Source: an optimization exercise on an open RTL-to-GDS flow (aim: a short achievable clock period and few clock cycles per item). Production flows keep margins and buffers that such runs may drop.
Only simulation tests tie the RTL to the original design; equivalence was not proved.

## Raptor64Div
module Raptor64Div(rst, clk, ld, sgn, isDivi, a, b, imm, qo, ro, dvByZr, done);
Size: ~20000 cells after synthesis, about 930 flip-flops, roughly 330 I/O pins, ~0.15 mm^2 of cells after synthesis.
Settings: LEC_CHECK=0, CAP_MARGIN=30, CORE_MARGIN=2, CORE_UTILIZATION=25, PLACE_DENSITY=0.45, SETUP_SLACK_MARGIN=4.0, SLEW_MARGIN=40; clock period 8.0 ns.
run.sh (not shown) runs the stock make flow with config.mk's settings and CLKGATE_MAP_FILE= SYNTH_SCRIPT=/design/flow/synth_recipe.tcl, a recipe that flattens the netlist after the stock synthesis.
Testbench counts at the start, summed over its fixed seeds: cycles 14,287, items 2,400.
Edit:
--- a/flow/design.v
+++ b/flow/design.v
@@ -27,29 +27,40 @@
 wire [63:0] a_abs = sa ? a_neg : a;
 wire [63:0] d_abs = sd ? d_neg : dsel;
 wire [63:0] ta = sa ? ~a : a;
 wire [63:0] td = sd ? ~dsel : dsel;
 wire pa = sa & (&(~ta[63:1] | ta[62:0]));
 wire pd = sd & (&(~td[63:1] | td[62:0]));
 wire [6:0] lzta, lztd;
 Raptor64Div_lzc u_lza(.x(ta), .n(lzta));
 Raptor64Div_lzc u_lzd(.x(td), .n(lztd));
 wire [6:0] lza = lzta - {6'd0, pa};
 wire [6:0] lzd = lztd - {6'd0, pd};
-wire lz_gt = lzta > lztd;
-wire lz_ge = lzta >= lztd;
-wire lz_gt1 = lzta > lztd + 7'd1;
+wire [63:0] ls0 = td;
+wire [63:0] ls1 = ls0 | {1'd0, ls0[63:1]};
+wire [63:0] ls2 = ls1 | {2'd0, ls1[63:2]};
+wire [63:0] ls3 = ls2 | {4'd0, ls2[63:4]};
+wire [63:0] ls4 = ls3 | {8'd0, ls3[63:8]};
+wire [63:0] ls5 = ls4 | {16'd0, ls4[63:16]};
+wire [63:0] ls6 = ls5 | {32'd0, ls5[63:32]};
+wire [63:0] ls = ls6;
+wire lz_ge = ~|(ta & ~ls);						 
+wire lz_gt = ls[0] & ~|(ta & ~{1'b0, ls[63:1]});	 
+wire lz_gt1 = ls[1] & ~|(ta & ~{2'b0, ls[63:2]});	 
 wire dz = dsel == 64'd0;
 wire qk = (pa == pd) ? lz_gt : pa ? lz_gt1 : lz_ge;
 reg [63:0] A, D;
-reg [6:0] lzA, lzD;
+reg [6:0] lzTA, lzTD;
+reg pA, pD;
+wire [6:0] lzA = lzTA - {6'd0, pA};
+wire [6:0] lzD = lzTD - {6'd0, pD};
 reg so;
 wire [7:0] nb = {1'b0, lzD} - {1'b0, lzA} + 8'd4;	 
 reg [4:0] m;				 
 reg [6:0] shamt;			 
 always @*
 	case (nb)
 	8'd0: begin m = 5'd1; shamt = 7'd60; end
 	8'd1: begin m = 5'd1; shamt = 7'd60; end
 	8'd2: begin m = 5'd1; shamt = 7'd60; end
 	8'd3: begin m = 5'd1; shamt = 7'd60; end
 	8'd4: begin m = 5'd1; shamt = 7'd60; end
@@ -191,70 +202,83 @@
 assign ao[0] = 64'd0;
 assign dgo[0] = 4'd0;
 generate
 for (j = 0; j < 16; j = j + 1) begin : g_ao
 	assign ao[j+1] = ao[j] | ({64{sel[j]}} & cand[j]);
 	assign dgo[j+1] = dgo[j] | ({4{sel[j]}} & j);
 end
 endgenerate
 wire [63:0] rn = ao[16];
 wire [3:0] dg = dgo[16];
 wire [63:0] Qn = {Q[59:0], dg};
-wire [63:0] QMn = dg != 4'd0 ? {Q[59:0], dg - 4'd1} : {QM[59:0], {4{1'b1}}};
+wire [3:0] dgmo [0:16];
+assign dgmo[0] = 4'd0;
+assign dgmo[1] = 4'd0;
+generate
+for (j = 1; j < 16; j = j + 1) begin : g_dgm
+	assign dgmo[j+1] = dgmo[j] | ({4{sel[j]}} & (j - 1));
+end
+endgenerate
+wire [3:0] dgm1 = dgmo[16];	 
+wire [63:0] QMn = sel[0] ? {QM[59:0], {4{1'b1}}} : {Q[59:0], dgm1};
 always @(posedge clk)
 if (rst)
 	state <= IDLE;
 else
 	case (state)
-	IDLE: if (ld) state <= (dz | qk) ? DONE : NORM;
+	IDLE: if (ld) state <= dz ? DONE : qk ? (sd ? NEG : DONE) : NORM;
 	NORM: state <= ITER;
 	ITER: if (lst) state <= so ? NEG : DONE;
 	DONE: state <= IDLE;
 	default: state <= DONE;
 	endcase
 always @(posedge clk)
 begin
 case (state)
 IDLE, DONE:
 	begin
 		A <= a_abs;
 		D <= d_abs;
-		lzA <= lza;
-		lzD <= lzd;
+		lzTA <= lzta;
+		lzTD <= lztd;
+		pA <= pa;
+		pD <= pd;
 		so <= sa ^ sd;
 		dvByZr <= dz;
 		Q <= {{63{dz & ~sa}}, dz};
-		r <= sd ? a_neg : a;
-		rc1 <= (sd ? a_neg : a) ^ {64{1'b1}};
+		QM <= {64{1'b1}};
+		r <= a;
+		rc1 <= (a) ^ {64{1'b1}};
 	end
 NORM:
 	begin
 		r <= ash[127:64];
 		rc1 <= (ash[127:64]) ^ {64{1'b1}};
 		qs <= ash[63:0];
 		Q <= 64'd0;
 		QM <= {64{1'b1}};
 		cnt <= m;
 		lst <= m == 1;
 	end
 NEG:
 	begin
 		r <= -r;
 		rc1 <= (-r) ^ {64{1'b1}};
+		Q <= ~QM;
 	end
 default:	 
 	begin
 		r <= rn;
 		rc1 <= (rn) ^ {64{1'b1}};
 		qs <= {qs[59:0], 4'd0};
-		Q <= lst ? (so ? ~QMn : Qn) : Qn;
+		Q <= Qn;
 		QM <= QMn;
 		cnt <= cnt - 1'd1;
 		lst <= cnt == 2;
 	end
 endcase
 	M3 <= M3_n;
 	M5 <= M5_n;
 	M7 <= M7_n;
 	M9 <= M9_n;
 	M11 <= M11_n;
 	M13 <= M13_n;
What happened: Utilization is higher by 0.75 points; synthesized cell count is higher by 2.4%; clock-buffer cell count is higher by 11; setup slack gets better by 0.097 ns; cell area is higher by 4.2%.
Testbench counts after the change, summed over its fixed seeds: cycles 14,496, items 2,400.

[separate check: timing with driven ports]
How much do the figures lean on ideal ports? The routed layouts below were timed once more, with nothing changed but the port constraints.
Step 1, drivers: a clkbuf_16 drives clk and a buf_2 each remaining input, both assumed.
Step 2 also shifts input and output timing later by t, the mid clock arrival at the registers, as if the neighbouring blocks saw the same clock.
Slacks: ideal ports / drivers / drivers and shift; pairs: ideal ports / drivers.
run | t (ns) | slack for setup (ns) | pins driven straight from the clock port
the first run | 1.053 | 2.166 / 2.166 / 1.572 | 1
the second run | 1.062 | 2.263 / 2.263 / 2.176 | 1
After both steps every run listed still meets setup and hold. For the first run, which loses most, drivers alone change the setup slack by 0.000 ns; drivers and shift together by -0.594 ns.
